From an optimization exercise on the open Yosys and OpenROAD flow, aimed at small area and a short achievable clock period; shortcuts taken in it are not production practice.
Only simulation tests tie the RTL to the original design; equivalence was not proved.
Power is estimated from default activity; no workload was simulated.

### config.mk
export PLATFORM = sky130hd
export DESIGN_NAME = formulaChecker
export DESIGN_NICKNAME = formulaChecker
export VERILOG_FILES = /design/flow/design.v
export SDC_FILE = /design/flow/constraint.sdc
export NUM_CORES = 4
export LEC_CHECK = 0
export CAP_MARGIN = 20
export CORE_MARGIN = 2
export CORE_UTILIZATION = 40
export CTS_BUF_LIST = sky130_fd_sc_hd__clkbuf_8
export SETUP_SLACK_MARGIN = 1.0
export SLEW_MARGIN = 20
export SYNTH_HIERARCHICAL = 1
### constraint.sdc
create_clock -name core_clock -period 6.0 [get_ports {in_clk}]
set_input_delay 1.2000 -clock core_clock [delete_from_list [all_inputs] [get_ports {in_clk}]]
set_output_delay 1.2000 -clock core_clock [all_outputs]
set_load 0.01 [all_outputs]
### design.v
module OneClauseChecker (
  input  [19:0] coef_int,    
  input  [7:0]  coef_bool,   
  input         valid,       
  input  [3:0]  x,           
  input  [14:0] pos0,        
  input  [14:0] pos1,        
  input  [14:0] neg0,        
  input  [14:0] neg1,        
  output [6:0]  cs,          
  output        pass         
);
  wire [3:0] c0 = coef_int[3:0], c1 = coef_int[7:4], c2 = coef_int[11:8], c3 = coef_int[15:12];
  wire [3:0] bq = coef_int[19:16];
  wire sa00 = c0[0] & ~c1[0];
  wire sb00 = ~c0[0] & c1[0];
  wire sab00 = c0[0] & c1[0];
  wire [4:0] rn00;   
  aoi222 u_rn00_0 (.a1(sa00), .a2(pos0[0]), .b1(sb00), .b2(pos0[5]), .c1(sab00), .c2(pos0[10]), .y(rn00[0]));
  aoi222 u_rn00_1 (.a1(sa00), .a2(pos0[1]), .b1(sb00), .b2(pos0[6]), .c1(sab00), .c2(pos0[11]), .y(rn00[1]));
  aoi222 u_rn00_2 (.a1(sa00), .a2(pos0[2]), .b1(sb00), .b2(pos0[7]), .c1(sab00), .c2(pos0[12]), .y(rn00[2]));
  aoi222 u_rn00_3 (.a1(sa00), .a2(pos0[3]), .b1(sb00), .b2(pos0[8]), .c1(sab00), .c2(pos0[13]), .y(rn00[3]));
  aoi222 u_rn00_4 (.a1(sa00), .a2(pos0[4]), .b1(sb00), .b2(pos0[9]), .c1(sab00), .c2(pos0[14]), .y(rn00[4]));
  wire sg1 = ~rn00[4];
  wire sa01 = c0[1] & ~c1[1];
  wire sb01 = ~c0[1] & c1[1];
  wire sab01 = c0[1] & c1[1];
  wire [4:0] rn01;   
  aoi222 u_rn01_0 (.a1(sa01), .a2(pos0[0]), .b1(sb01), .b2(pos0[5]), .c1(sab01), .c2(pos0[10]), .y(rn01[0]));
  aoi222 u_rn01_1 (.a1(sa01), .a2(pos0[1]), .b1(sb01), .b2(pos0[6]), .c1(sab01), .c2(pos0[11]), .y(rn01[1]));
  aoi222 u_rn01_2 (.a1(sa01), .a2(pos0[2]), .b1(sb01), .b2(pos0[7]), .c1(sab01), .c2(pos0[12]), .y(rn01[2]));
  aoi222 u_rn01_3 (.a1(sa01), .a2(pos0[3]), .b1(sb01), .b2(pos0[8]), .c1(sab01), .c2(pos0[13]), .y(rn01[3]));
  aoi222 u_rn01_4 (.a1(sa01), .a2(pos0[4]), .b1(sb01), .b2(pos0[9]), .c1(sab01), .c2(pos0[14]), .y(rn01[4]));
  wire sg2 = ~rn01[4];
  wire sa02 = c0[2] & ~c1[2];
  wire sb02 = ~c0[2] & c1[2];
  wire sab02 = c0[2] & c1[2];
  wire [4:0] rn02;   
  aoi222 u_rn02_0 (.a1(sa02), .a2(pos0[0]), .b1(sb02), .b2(pos0[5]), .c1(sab02), .c2(pos0[10]), .y(rn02[0]));
  aoi222 u_rn02_1 (.a1(sa02), .a2(pos0[1]), .b1(sb02), .b2(pos0[6]), .c1(sab02), .c2(pos0[11]), .y(rn02[1]));
  aoi222 u_rn02_2 (.a1(sa02), .a2(pos0[2]), .b1(sb02), .b2(pos0[7]), .c1(sab02), .c2(pos0[12]), .y(rn02[2]));
  aoi222 u_rn02_3 (.a1(sa02), .a2(pos0[3]), .b1(sb02), .b2(pos0[8]), .c1(sab02), .c2(pos0[13]), .y(rn02[3]));
  aoi222 u_rn02_4 (.a1(sa02), .a2(pos0[4]), .b1(sb02), .b2(pos0[9]), .c1(sab02), .c2(pos0[14]), .y(rn02[4]));
  wire sg3 = ~rn02[4];
  wire sa03 = c0[3] & ~c1[3];
  wire sb03 = ~c0[3] & c1[3];
  wire sab03 = c0[3] & c1[3];
  wire [4:0] rn03;   
  aoi222 u_rn03_0 (.a1(sa03), .a2(neg0[0]), .b1(sb03), .b2(neg0[5]), .c1(sab03), .c2(neg0[10]), .y(rn03[0]));
  aoi222 u_rn03_1 (.a1(sa03), .a2(neg0[1]), .b1(sb03), .b2(neg0[6]), .c1(sab03), .c2(neg0[11]), .y(rn03[1]));
  aoi222 u_rn03_2 (.a1(sa03), .a2(neg0[2]), .b1(sb03), .b2(neg0[7]), .c1(sab03), .c2(neg0[12]), .y(rn03[2]));
  aoi222 u_rn03_3 (.a1(sa03), .a2(neg0[3]), .b1(sb03), .b2(neg0[8]), .c1(sab03), .c2(neg0[13]), .y(rn03[3]));
  aoi222 u_rn03_4 (.a1(sa03), .a2(neg0[4]), .b1(sb03), .b2(neg0[9]), .c1(sab03), .c2(neg0[14]), .y(rn03[4]));
  wire nsel0 = ~(c0[3] | c1[3]);
  wire sa10 = c2[0] & ~c3[0];
  wire sb10 = ~c2[0] & c3[0];
  wire sab10 = c2[0] & c3[0];
  wire [4:0] rn10;   
  aoi222 u_rn10_0 (.a1(sa10), .a2(pos1[0]), .b1(sb10), .b2(pos1[5]), .c1(sab10), .c2(pos1[10]), .y(rn10[0]));
  aoi222 u_rn10_1 (.a1(sa10), .a2(pos1[1]), .b1(sb10), .b2(pos1[6]), .c1(sab10), .c2(pos1[11]), .y(rn10[1]));
  aoi222 u_rn10_2 (.a1(sa10), .a2(pos1[2]), .b1(sb10), .b2(pos1[7]), .c1(sab10), .c2(pos1[12]), .y(rn10[2]));
  aoi222 u_rn10_3 (.a1(sa10), .a2(pos1[3]), .b1(sb10), .b2(pos1[8]), .c1(sab10), .c2(pos1[13]), .y(rn10[3]));
  aoi222 u_rn10_4 (.a1(sa10), .a2(pos1[4]), .b1(sb10), .b2(pos1[9]), .c1(sab10), .c2(pos1[14]), .y(rn10[4]));
  wire sg4 = ~rn10[4];
  wire sa11 = c2[1] & ~c3[1];
  wire sb11 = ~c2[1] & c3[1];
  wire sab11 = c2[1] & c3[1];
  wire [4:0] rn11;   
  aoi222 u_rn11_0 (.a1(sa11), .a2(pos1[0]), .b1(sb11), .b2(pos1[5]), .c1(sab11), .c2(pos1[10]), .y(rn11[0]));
  aoi222 u_rn11_1 (.a1(sa11), .a2(pos1[1]), .b1(sb11), .b2(pos1[6]), .c1(sab11), .c2(pos1[11]), .y(rn11[1]));
  aoi222 u_rn11_2 (.a1(sa11), .a2(pos1[2]), .b1(sb11), .b2(pos1[7]), .c1(sab11), .c2(pos1[12]), .y(rn11[2]));
  aoi222 u_rn11_3 (.a1(sa11), .a2(pos1[3]), .b1(sb11), .b2(pos1[8]), .c1(sab11), .c2(pos1[13]), .y(rn11[3]));
  aoi222 u_rn11_4 (.a1(sa11), .a2(pos1[4]), .b1(sb11), .b2(pos1[9]), .c1(sab11), .c2(pos1[14]), .y(rn11[4]));
  wire sg5 = ~rn11[4];
  wire sa12 = c2[2] & ~c3[2];
  wire sb12 = ~c2[2] & c3[2];
  wire sab12 = c2[2] & c3[2];
  wire [4:0] rn12;   
  aoi222 u_rn12_0 (.a1(sa12), .a2(pos1[0]), .b1(sb12), .b2(pos1[5]), .c1(sab12), .c2(pos1[10]), .y(rn12[0]));
  aoi222 u_rn12_1 (.a1(sa12), .a2(pos1[1]), .b1(sb12), .b2(pos1[6]), .c1(sab12), .c2(pos1[11]), .y(rn12[1]));
  aoi222 u_rn12_2 (.a1(sa12), .a2(pos1[2]), .b1(sb12), .b2(pos1[7]), .c1(sab12), .c2(pos1[12]), .y(rn12[2]));
  aoi222 u_rn12_3 (.a1(sa12), .a2(pos1[3]), .b1(sb12), .b2(pos1[8]), .c1(sab12), .c2(pos1[13]), .y(rn12[3]));
  aoi222 u_rn12_4 (.a1(sa12), .a2(pos1[4]), .b1(sb12), .b2(pos1[9]), .c1(sab12), .c2(pos1[14]), .y(rn12[4]));
  wire sg6 = ~rn12[4];
  wire sa13 = c2[3] & ~c3[3];
  wire sb13 = ~c2[3] & c3[3];
  wire sab13 = c2[3] & c3[3];
  wire [4:0] rn13;   
  aoi222 u_rn13_0 (.a1(sa13), .a2(neg1[0]), .b1(sb13), .b2(neg1[5]), .c1(sab13), .c2(neg1[10]), .y(rn13[0]));
  aoi222 u_rn13_1 (.a1(sa13), .a2(neg1[1]), .b1(sb13), .b2(neg1[6]), .c1(sab13), .c2(neg1[11]), .y(rn13[1]));
  aoi222 u_rn13_2 (.a1(sa13), .a2(neg1[2]), .b1(sb13), .b2(neg1[7]), .c1(sab13), .c2(neg1[12]), .y(rn13[2]));
  aoi222 u_rn13_3 (.a1(sa13), .a2(neg1[3]), .b1(sb13), .b2(neg1[8]), .c1(sab13), .c2(neg1[13]), .y(rn13[3]));
  aoi222 u_rn13_4 (.a1(sa13), .a2(neg1[4]), .b1(sb13), .b2(neg1[9]), .c1(sab13), .c2(neg1[14]), .y(rn13[4]));
  wire nsel1 = ~(c2[3] | c3[3]);
  wire fs7, fc8;
  fa u_fs7 (.a(bq[0]), .b(rn00[0]), .c(rn10[0]), .s(fs7), .co(fc8));
  wire fs9, fc10;
  fa u_fs9 (.a(bq[1]), .b(rn01[0]), .c(rn11[0]), .s(fs9), .co(fc10));
  wire fs11, fc12;
  fa u_fs11 (.a(rn00[1]), .b(rn10[1]), .c(fc8), .s(fs11), .co(fc12));
  wire fs13, fc14;
  fa u_fs13 (.a(bq[2]), .b(rn02[0]), .c(rn12[0]), .s(fs13), .co(fc14));
  wire fs15, fc16;
  fa u_fs15 (.a(rn01[1]), .b(rn11[1]), .c(rn00[2]), .s(fs15), .co(fc16));
  wire fs17, fc18;
  fa u_fs17 (.a(rn10[2]), .b(fc10), .c(fs13), .s(fs17), .co(fc18));
  wire fs19, fc20;
  fa u_fs19 (.a(fc12), .b(fs15), .c(fs17), .s(fs19), .co(fc20));
  wire fs21, fc22;
  fa u_fs21 (.a(bq[3]), .b(nsel0), .c(nsel1), .s(fs21), .co(fc22));
  wire fs23, fc24;
  fa u_fs23 (.a(fs21), .b(rn03[0]), .c(rn13[0]), .s(fs23), .co(fc24));
  wire fs25, fc26;
  fa u_fs25 (.a(rn02[1]), .b(rn12[1]), .c(rn01[2]), .s(fs25), .co(fc26));
  wire fs27, fc28;
  fa u_fs27 (.a(rn11[2]), .b(fc14), .c(fs23), .s(fs27), .co(fc28));
  wire fs29, fc30;
  fa u_fs29 (.a(rn00[3]), .b(rn10[3]), .c(fc16), .s(fs29), .co(fc30));
  wire fs31, fc32;
  fa u_fs31 (.a(fs25), .b(fc18), .c(fs27), .s(fs31), .co(fc32));
  wire fs33, fc34;
  fa u_fs33 (.a(fs29), .b(fc20), .c(fs31), .s(fs33), .co(fc34));
  wire fs35, fc36;
  fa u_fs35 (.a(fc22), .b(rn03[1]), .c(rn13[1]), .s(fs35), .co(fc36));
  wire fs37, fc38;
  fa u_fs37 (.a(rn02[2]), .b(rn12[2]), .c(fc24), .s(fs37), .co(fc38));
  wire fs39, fc40;
  fa u_fs39 (.a(rn01[3]), .b(rn11[3]), .c(fs35), .s(fs39), .co(fc40));
  wire fs41, fc42;
  fa u_fs41 (.a(fc26), .b(sg1), .c(sg4), .s(fs41), .co(fc42));
  wire fs43, fc44;
  fa u_fs43 (.a(fs37), .b(fc28), .c(fs39), .s(fs43), .co(fc44));
  wire fs45, fc46;
  fa u_fs45 (.a(fc30), .b(fs41), .c(fc32), .s(fs45), .co(fc46));
  wire fs47, fc48;
  fa u_fs47 (.a(fs43), .b(fc34), .c(fs45), .s(fs47), .co(fc48));
  wire fs49, fc50;
  fa u_fs49 (.a(rn03[2]), .b(rn13[2]), .c(rn02[3]), .s(fs49), .co(fc50));
  wire fs51, fc52;
  fa u_fs51 (.a(rn12[3]), .b(fc36), .c(fc38), .s(fs51), .co(fc52));
  wire fs53, fc54;
  fa u_fs53 (.a(sg2), .b(sg5), .c(fs49), .s(fs53), .co(fc54));
  wire fs55, fc56;
  fa u_fs55 (.a(fc40), .b(fc42), .c(fs51), .s(fs55), .co(fc56));
  wire fs57, fc58;
  fa u_fs57 (.a(fs53), .b(fc44), .c(fc46), .s(fs57), .co(fc58));
  wire fs59, fc60;
  fa u_fs59 (.a(fs55), .b(fc48), .c(fs57), .s(fs59), .co(fc60));
  wire fs61, fc62;
  fa u_fs61 (.a(rn03[3]), .b(rn13[3]), .c(sg3), .s(fs61), .co(fc62));
  wire fs63, fc64;
  fa u_fs63 (.a(sg6), .b(fc50), .c(fc52), .s(fs63), .co(fc64));
  wire fs65, fc66;
  fa u_fs65 (.a(fs61), .b(fc54), .c(fc56), .s(fs65), .co(fc66));
  wire fs67, fc68;
  fa u_fs67 (.a(fs63), .b(fc58), .c(fs65), .s(fs67), .co(fc68));
  wire px69 = rn03[4] ^ rn13[4];
  wire px70 = px69 ^ fc62;
  wire px71 = px70 ^ fc64;
  wire px72 = px71 ^ fc66;
  wire px73 = px72 ^ fc68;
  wire hs74, hc75;
  fa1 u_hs74 (.a(fs9), .b(fs11), .s(hs74), .co(hc75));
  wire hs76, hc77;
  fa1 u_hs76 (.a(hc75), .b(fs19), .s(hs76), .co(hc77));
  wire hs78, hc79;
  ha u_hs78 (.a(hc77), .b(fs33), .s(hs78), .co(hc79));
  wire hs80, hc81;
  ha u_hs80 (.a(fs47), .b(hc79), .s(hs80), .co(hc81));
  wire [4:0] slo = {~hs80, ~hs78, ~hs76, ~hs74, ~fs7};
  wire zlo = (slo == 5'd0);
  assign cs = {hc81, px73, fs67, fc60, 1'b0, fs59, zlo};
  assign pass = (coef_bool[1] & (coef_bool[0] == x[0])) | (coef_bool[3] & (coef_bool[2] == x[1]))
              | (coef_bool[5] & (coef_bool[4] == x[2])) | (coef_bool[7] & (coef_bool[6] == x[3])) | ~valid;
endmodule
module ClauseResult (input [6:0] cs, input pass, input en, output sat);
  wire [6:0] v = cs ^ 7'b1011010;
  wire zlo = v[0];
  wire [2:0] h0 = {v[5], v[3], v[1]} + {1'b0, v[4], v[2]};
  wire [2:0] h1 = {v[5], v[3], v[1]} + {1'b0, v[4], v[2]} + 3'd1;
  wire ok0 = h0[2] | (zlo & (h0[1:0] == 2'd0));
  wire ok1 = h1[2] | (zlo & (h1[1:0] == 2'd0));
  assign sat = en & (pass | (v[6] ? ok1 : ok0));
endmodule
module fa (input a, b, c, output s, co);
  assign s = a ^ b ^ c;
  assign co = (a & b) | (a & c) | (b & c);
endmodule
module ha (input a, b, output s, co);
  assign s = a ^ b;
  assign co = a & b;
endmodule
module fa1 (input a, b, output s, co);
  xnor2m u_s (.a(a), .b(b), .y(s));
  or2m u_c (.a(a), .b(b), .y(co));
endmodule
module xnor2m (input a, b, output y);
  assign y = ~(a ^ b);
endmodule
module or2m (input a, b, output y);
  assign y = a | b;
endmodule
module aoi222 (input a1, a2, b1, b2, c1, c2, output y);
  assign y = ~((a1 & a2) | (b1 & b2) | (c1 & c2));
endmodule
module ClauseIndexDecoder (
  input  [3:0]  in_clause_index,
  output [15:0] we
);
  assign we = 16'd1 << in_clause_index;
endmodule
module formulaChecker (
  input         in_clk,
  input         in_reset,
  input  [15:0] in_clause_enable,
  input  [19:0] in_clause_coefficients_integer,
  input  [7:0]  in_clause_coefficients_boolean,
  input  [3:0]  in_clause_index,
  input  [15:0] in_integer_assignment_after_move,
  input  [3:0]  in_boolean_assignment_after_move,
  input         in_enable,
  output [15:0] all_satisfied,
  output        satisfied
);
  wire [3:0] y0 = in_integer_assignment_after_move[3:0];
  wire [3:0] y1 = in_integer_assignment_after_move[7:4];
  wire [3:0] y2 = in_integer_assignment_after_move[11:8];
  wire [3:0] y3 = in_integer_assignment_after_move[15:12];
  wire [4:0] a0 = {y0[3], y0}, b0 = {y1[3], y1}, s0 = a0 + b0;
  wire [4:0] a1 = {y2[3], y2}, b1 = {y3[3], y3}, s1 = a1 + b1;
  wire [14:0] pos0 = {s0, b0, a0};
  wire [14:0] pos1 = {s1, b1, a1};
  wire [14:0] neg0 = ~pos0;
  wire [14:0] neg1 = ~pos1;
  wire [27:0] wdata = {in_clause_coefficients_boolean,
                       in_clause_coefficients_integer[19], ~in_clause_coefficients_integer[18:16],
                       in_clause_coefficients_integer[15:0]};
  wire [15:0] we;
  ClauseIndexDecoder dec (.in_clause_index(in_clause_index), .we(we));
  reg  [15:0] valid;
  reg  [15:0] en_r;
  wire [15:0] gate = in_clause_enable & {16{in_enable & ~in_reset}};
  always @(posedge in_clk) begin
    if (in_reset)
      valid <= 16'd0;
    else
      valid <= valid | we;
    en_r <= gate;    
  end
  genvar k;
  generate
    for (k = 0; k < 16; k = k + 1) begin : clause
      reg [27:0] q;
      reg  [6:0] cs_r;
      reg        pass_r;
      wire [6:0] cs;
      wire       pass;
      always @(posedge in_clk) begin
        if (we[k]) q <= wdata;
        cs_r   <= cs;
        pass_r <= pass;
      end
      OneClauseChecker check (
        .coef_int(q[19:0]), .coef_bool(q[27:20]),
        .valid(valid[k]),
        .x(in_boolean_assignment_after_move),
        .pos0(pos0), .pos1(pos1), .neg0(neg0), .neg1(neg1),
        .cs(cs), .pass(pass));
      ClauseResult res (.cs(cs_r), .pass(pass_r), .en(en_r[k]), .sat(all_satisfied[k]));
    end
  endgenerate
  assign satisfied = &(all_satisfied | ~in_clause_enable);
endmodule
### run.sh
#!/bin/bash
# synth_recipe.tcl (not shown) runs the flow's synth.tcl, then flattens the netlist and writes it again
# the make line also repeats each setting of config.mk as NAME=value (left out here)
make -C /OpenROAD-flow-scripts/flow DESIGN_CONFIG=/design/flow/config.mk WORK_HOME=/design/flow/orfs CLKGATE_MAP_FILE= SYNTH_SCRIPT=/design/flow/synth_recipe.tcl finish
==> results.cfg, run 1 <==
[global_route]
grt_pass1_vias = 31124
grt_overflow = 0
antenna_found_initial = 7
grt_pass1_wl_mm = 209
track_usage_pct = 26.9
grt_max_degree = 98

[die]
rows = 118
ios = 88
die_area_um2 = 107000
die_h_um = 328
start_util_pct = 40.4
die_x_um = 328
core_um2 = 104000

[clock_tree]
clkSinkCount = 608
root_buffer = clkbuf_8
clockBufferDepth = 3
cts_tree = done
clkLatencyLatePin_ps = 820
numCtsBuffers = 107
cts_max_level = 3
clkSlewWorstSetupHoldPaths_ps = 60

[routing]
ant_nets = 0
drt_iter0_markers = 8033
vias_per_cell = 6.63
dr_total_vias = 31594
wl_mm = 148
firstDrtPassIters = 13
post-route-drc-count = 0
wire_per_inst_um = 31.1

[placed_design]
place_congestion = 0.893
hpwl_mm = 89.9
place_ws_ps = 198
dp.cells = 4541
port_buffers = 87

[min_path]
hp-class = flip-flop to flip-flop

[logic_synthesis]
syn_inst = 3088
syn-num-nets = 3729
yosys.cell_types.count = 35
synth_warnings = 7
synth.avg_cell_area_um2 = 13.6
synth.area.top_cells = edfxtp_1 32%, fa_1 25%, a222oi_1 16%
synth_flop_cell = edfxtp_1
netlist_area_um2 = 41900
synth_edf_count = 448
synth_seq_area_share_pct = 39.7
ys_seq_elements = 608
synth.top_cell.area_share_pct = 32.1
synth.largest_area_cell = edfxtp_1
async_flop_share_pct = 0

[critical_path]
worstPathMaxFanout = 25
cp.required_ps = 6720
end_kind = flip-flop
start_kind = primary input
cp.arrival_ps = 5690
path_class = primary input to flip-flop

[power_and_ir_drop]
power.density_nw_per_um2 = 354
leakagePower_nw = 16.5
peakVddDrop_v = 0.000204

[final_layout]
nets = 3927
area_delta_synth_final_pct = 14.0
drive_gt1_share_pct = 11.8
final_common_cell = a222oi_1
final_cell_mix = 656 x a222oi_1, 482 x fa_1, 448 x edfxtp_1, 256 x nor2b_1, 239 x inv_1
final_cells = 4768

[timing]
drv_slew = 0
min_period_ps = 4980
max_slew_margin_pct = 14.2
setup_viol = 0
worst_hold_slack_ps = 381
fmax_ghz = 0.201
setup_ws_ps = 1020
grt_setup_unrepaired = yes
skew_ps = 63.3
fin_tns_setup_ps = 0
tightest_slew_ps = 1290
hold_violations = 0
period_share_pct = 83.0

[run_status]
outcome = complete, no violations

[run]
maxCapViolations = 0
modules after synthesis, one instance, submodules excluded, excerpt:
module	copies in the design	cells	cell area, µm²
or2m	32	1	6.26
aoi222	640	1	10.0
ClauseIndexDecoder	1	20	226
fa	496	1	20.0
OneClauseChecker	16	55	347
ha	32	1	12.5
xnor2m	32	1	8.76
ClauseResult	16	14	96.3
formulaChecker	1	732	17400
flip-flops by register name (all words and copies together), names as in the netlist:
signal,cells
en_r,16
clause.pass_r,16
clause.q,448
clause.cs_r,112
valid,16
metrics by stage:
stage / utilization [%] / cell area, µm² / total power [mW]
2_1_floorplan: - / 42000 / 11.6
3_3_place_gp: 43.2 / 44800 / 12.4
3_5_place_dp: 43.2 / 44800 / 12.5
4_1_cts: 45.6 / 47300 / 16.7
5_1_grt: 46.0 / 47800 / 18.1
6_report: 46.1 / 47800 / 16.9
kinds of logic (layout without fill, tap and decap cells):
family                     count (synthesis)  in the layout  share of synthesized area (%)
AOI/OAI and AO/OA                        730            730                           16.8
xor gates and xnor gates                 198            198                           4.13
adders and majority gates                570            570                           26.2
buffers and inverters                    326            617                           3.99
DFF                                      608            608                           39.7
muxes                                      2              2                         0.0477
other                                     16             25                          0.143
and+or+nand+nor                          638            638                           8.97
cell usage after synthesis, types with 32 or more instances:
cell / n
xor2_1: 36
dfxtp_1: 160
and2_1: 144
nand3_1: 32
xnor2_1: 162
o21ai_0: 32
buf_4: 116
ha_1: 56
or2_1: 32
edfxtp_1: 448
fa_1: 514
inv_1: 207
nor2_1: 80
a222oi_1: 656
nor2b_1: 256
nand2_1: 48
power by group:
group | internal (mW) | switching (mW)
clock network | 2.27 | 1.88
registers | 5.05 | 0.191
logic | 3.36 | 4.15
layout make-up:
| class | instances | area (µm²) |
|---|---|---|
| clock inverter | 76 | 593 |
| clock buffer | 126 | 1730 |
| timing repair buffer | 208 | 2140 |
| antenna | 9 | 22.5 |
| inverter | 207 | 796 |
| sequential | 608 | 16700 |
| fill | 9261 | 56000 |
| multi-input combinational | 2154 | 24100 |
| tap | 1380 | 1730 |
critical path, cell delays in order:
cell,delay [ps]
buf_4,180
ha_4,190
fa_2,520
buf_4,170
buf_12,190
a222oi_1,580
fa_1,540
fa_1,460
fa_1,390
fa_1,400
fa_2,390
xnor2_2,150
xnor2_1,170
xnor2_1,150
layer usage:
layer / part of all wire (%) / up-vias / wire length, µm / GRT usage (%)
met2: 44 / 2549 / 64900 / 40.2
met4: 5.7 / 2 / 8380 / 14.0
met3: 14 / 504 / 21300 / 7.89
met5: 0.0088 / - / 13 / 0
met1: 36 / 15767 / 53600 / 35.5
li1: - / 12772 / - / -
final timing paths:
path / start / end / slack (ps) / cells after the start
hold / removal: valid[14] / clause[14].pass_r / 380 / 1
setup / recovery: in_integer_assignment_after_move[4] / clause[0].cs_r[5] / 1020 / 14
setup reg to reg: clause[4].q[11] / clause[4].cs_r[5] / 1610 / 11
hold reg to reg: valid[14] / clause[14].pass_r / 380 / 1
repair_timing:
action | in CTS | in global routing
resized for setup | 31 | 60
pin swaps | 0 | 48
buffers inserted | 0 | 14
hold buffers | 0 | 0
endpoints found under the setup margin | 1 | 17
gates cloned | 0 | 2
==> run 2, diff against run 1 <==
--- a/config.mk
+++ b/config.mk
@@ -8,7 +8,5 @@
 export CAP_MARGIN = 20
 export CORE_MARGIN = 2
 export CORE_UTILIZATION = 40
-export CTS_BUF_LIST = sky130_fd_sc_hd__clkbuf_8
-export SETUP_SLACK_MARGIN = 1.0
 export SLEW_MARGIN = 20
 export SYNTH_HIERARCHICAL = 1
==> results.cfg, run 2 <==
[logic_synthesis]
ys_seq_elements = 608
yosys.cell_types.count = 35
synth_warnings = 7
synth_flop_cell = edfxtp_1
async_flop_share_pct = 0
syn-num-nets = 3729
syn_inst = 3088
synth.area.top_cells = edfxtp_1 32%, fa_1 25%, a222oi_1 16%
netlist_area_um2 = 41900
synthTopCellsByCount = 656 x a222oi_1, 514 x fa_1, 448 x edfxtp_1
synth.largest_area_cell = edfxtp_1
synth.top_cell.area_share_pct = 32.1
synth_most_common_cell = a222oi_1
synth_edf_count = 448
synth.avg_cell_area_um2 = 13.6
synth_seq_area_share_pct = 39.7

[clock_tree]
clkLatencyLatePin_ps = 660
numCtsBuffers = 72
clkSinkCount = 608
cts_setup_buffers = 0
clockBufferDepth = 3
cts_tree = done
cts_max_level = 3
root_buffer = clkbuf_16
clkSlewWorstSetupHoldPaths_ps = 60
post_cts_resized = 0
postCtsHoldBufs = 0

[placed_design]
port_buffers = 87
place_congestion = 0.890
hpwl_mm = 92.5
place_ws_ps = 180

[global_route]
grt_pass1_vias = 31265
track_usage_pct = 27.7
antenna_found_initial = 13
grt_pass1_wl_mm = 214
grt_overflow = 0
grt_max_degree = 98

[die]
die_x_um = 328
start_util_pct = 40.4
die_area_um2 = 107000
core_um2 = 104000
die_h_um = 328
ios = 88
rows = 118

[timing]
tightest_slew_ps = 1330
setup_ws_ps = 227
min_period_ps = 5770
hold_violations = 0
grt_setup_unrepaired = no
drv_slew = 0
fmax_ghz = 0.173
period_share_pct = 96.2
fin_tns_setup_ps = 0
max_slew_margin_pct = 11.5
skew_ps = 19.2
setup_viol = 0

[power_and_ir_drop]
leakagePower_nw = 16.2
peakVddDrop_v = 0.000278
power.density_nw_per_um2 = 362

[critical_path]
path_class = flip-flop to output pin
cp.arrival_ps = 4570
end_kind = output pin
start_kind = flip-flop
worstPathMaxFanout = 3
cp.required_ps = 4800

[final_layout]
largest_register_ffs = 448
final_common_cell = a222oi_1
regMostFlops = clause.q
fin_util_pct = 45.4
area_delta_synth_final_pct = 12.4
reg_top3 = clause.q: 448 flops, clause.cs_r: 112 flops
drive_gt1_share_pct = 8.48
final_cell_mix = 656 x a222oi_1, 512 x fa_1, 448 x edfxtp_1, 256 x nor2b_1, 203 x inv_1
nets = 3881

[routing]
ant_nets = 0
drt_iter0_markers = 8082
post-route-drc-count = 0
wire_per_inst_um = 32.2
wl_mm = 151
dr_total_vias = 31436
vias_per_cell = 6.72
firstDrtPassIters = 15

[run]
maxCapViolations = 0

[run_status]
outcome = complete, no violations

[min_path]
hp-class = flip-flop to flip-flop
-- run 2: cell counts after synthesis --
Identical to the previous run, type by type.
-- run 2: area by class of cell --
cell class	count	area (µm²)
Antenna cell	1	2.50
Sequential cell	608	16700
Timing Repair Buffer	197	1780
Clock buffer	99	2130
Tap cell	1380	1730
Fill cell	9218	56600
Clock inverter	35	323
Multi-Input combinational cell	2154	23800
Inverter	207	777
-- run 2: power breakdown --
group | total (mW) | switching [mW] | internal, mW | leakage (nW)
clock | 4.55 | 1.91 | 2.65 | 1.21
sequential | 5.23 | 0.186 | 5.05 | 5.40
combinational | 7.27 | 4.09 | 3.18 | 9.56
-- run 2: metrics by stage --
step / hold slack (ps) / area, µm² / total power, mW / cells
2_1_floorplan: 368 / 42000 / 11.6 / 3088
3_3_place_gp: 378 / 44700 / 12.4 / 4546
3_5_place_dp: 379 / 44700 / 12.5 / 4546
4_1_cts: 393 / 47200 / 17.1 / 4680
5_1_grt: 416 / 47200 / 18.2 / 4680
6_report: 392 / 47200 / 17.1 / 4681
-- run 2: cells by family (layout without fill, tap and decap cells) --
kind of cell             after synthesis  count (layout)  synth area share (%)
buffers and inverters                326             538                  3.99
XOR/XNOR                             198             198                  4.13
AO/OA/AOI/OAI                        730             730                  16.8
flip-flops                           608             608                  39.7
AND/OR/NAND/NOR                      638             638                  8.97
adder cells (fa/ha/maj)              570             570                  26.2
multiplexers                           2               2                0.0477
other                                 16              17                 0.143
-- run 2: worst paths after layout --
| path | start | end | slack (ps) | depth (start not counted) |
|---|---|---|---|---|
| setup / recovery | clause[15].cs_r[1] | satisfied | 230 | 10 |
| hold / removal | valid[13] | clause[13].pass_r | 390 | 1 |
| setup reg to reg | clause[9].q[3] | clause[9].cs_r[5] | 1650 | 11 |
| hold reg to reg | valid[13] | clause[13].pass_r | 390 | 1 |
-- run 2: modules after synthesis (local to each module, per instance), excerpt --
module	cells	flops+latches	copies in the design
OneClauseChecker	55	0	16
or2m	1	0	32
fa	1	0	496
ClauseIndexDecoder	20	0	1
ClauseResult	14	0	16
xnor2m	1	0	32
aoi222	1	0	640
ha	1	0	32
-- run 2: layer usage --
| layer | vias to the layer above | GRT usage [%] | wire, µm |
|---|---|---|---|
| met5 | - | 0.311 | 93 |
| met4 | 10 | 14.1 | 8760 |
| met3 | 522 | 7.69 | 21400 |
| met2 | 2605 | 41.7 | 65800 |
| met1 | 15636 | 36.6 | 54600 |
| li1 | 12663 | - | - |
-- run 2: critical path: stages (launching register included) --
cell and delay (ps):
dfxtp_1 310, inv_1 40, ha_1 190, fa_1 370, xor2_1 190, o31a_1 280, a31oi_1 470, nand2b_1 540
o2111ai_1 390, nor4_2 510, clkdlybuf4s50_1 630

[re-timing with driven ports]
How much do the figures lean on ideal ports? The routed layouts below were timed once more, with nothing changed but the port constraints. Step 1 (the two cells are an assumption about what drives the block):
set clk [get_ports {in_clk}]
set_driving_cell -lib_cell sky130_fd_sc_hd__clkbuf_16 $clk
set_driving_cell -lib_cell sky130_fd_sc_hd__buf_2 [delete_from_list [all_inputs] $clk]
Step 2 also shifts input and output timing later by t, the mid clock arrival at the registers, as if the neighbouring blocks saw the same clock. a / b / c = ideal ports / drivers / drivers and shift; a / b = the first two.
run | shift t [ns] | setup slack, ns | worst setup path at the end | clock arrival spread, ns
run 1 | 0.857 | 1.021 / 1.058 / 0.202 | input to register | 0.065 / 0.065
run 2 | 0.711 | 0.227 / 0.162 / 0.015 | input to register | 0.024 / 0.024
After both steps setup and hold are still met in every run listed. For run 1, which loses most, drivers alone change the setup slack by +0.037 ns; drivers and shift together by -0.819 ns.
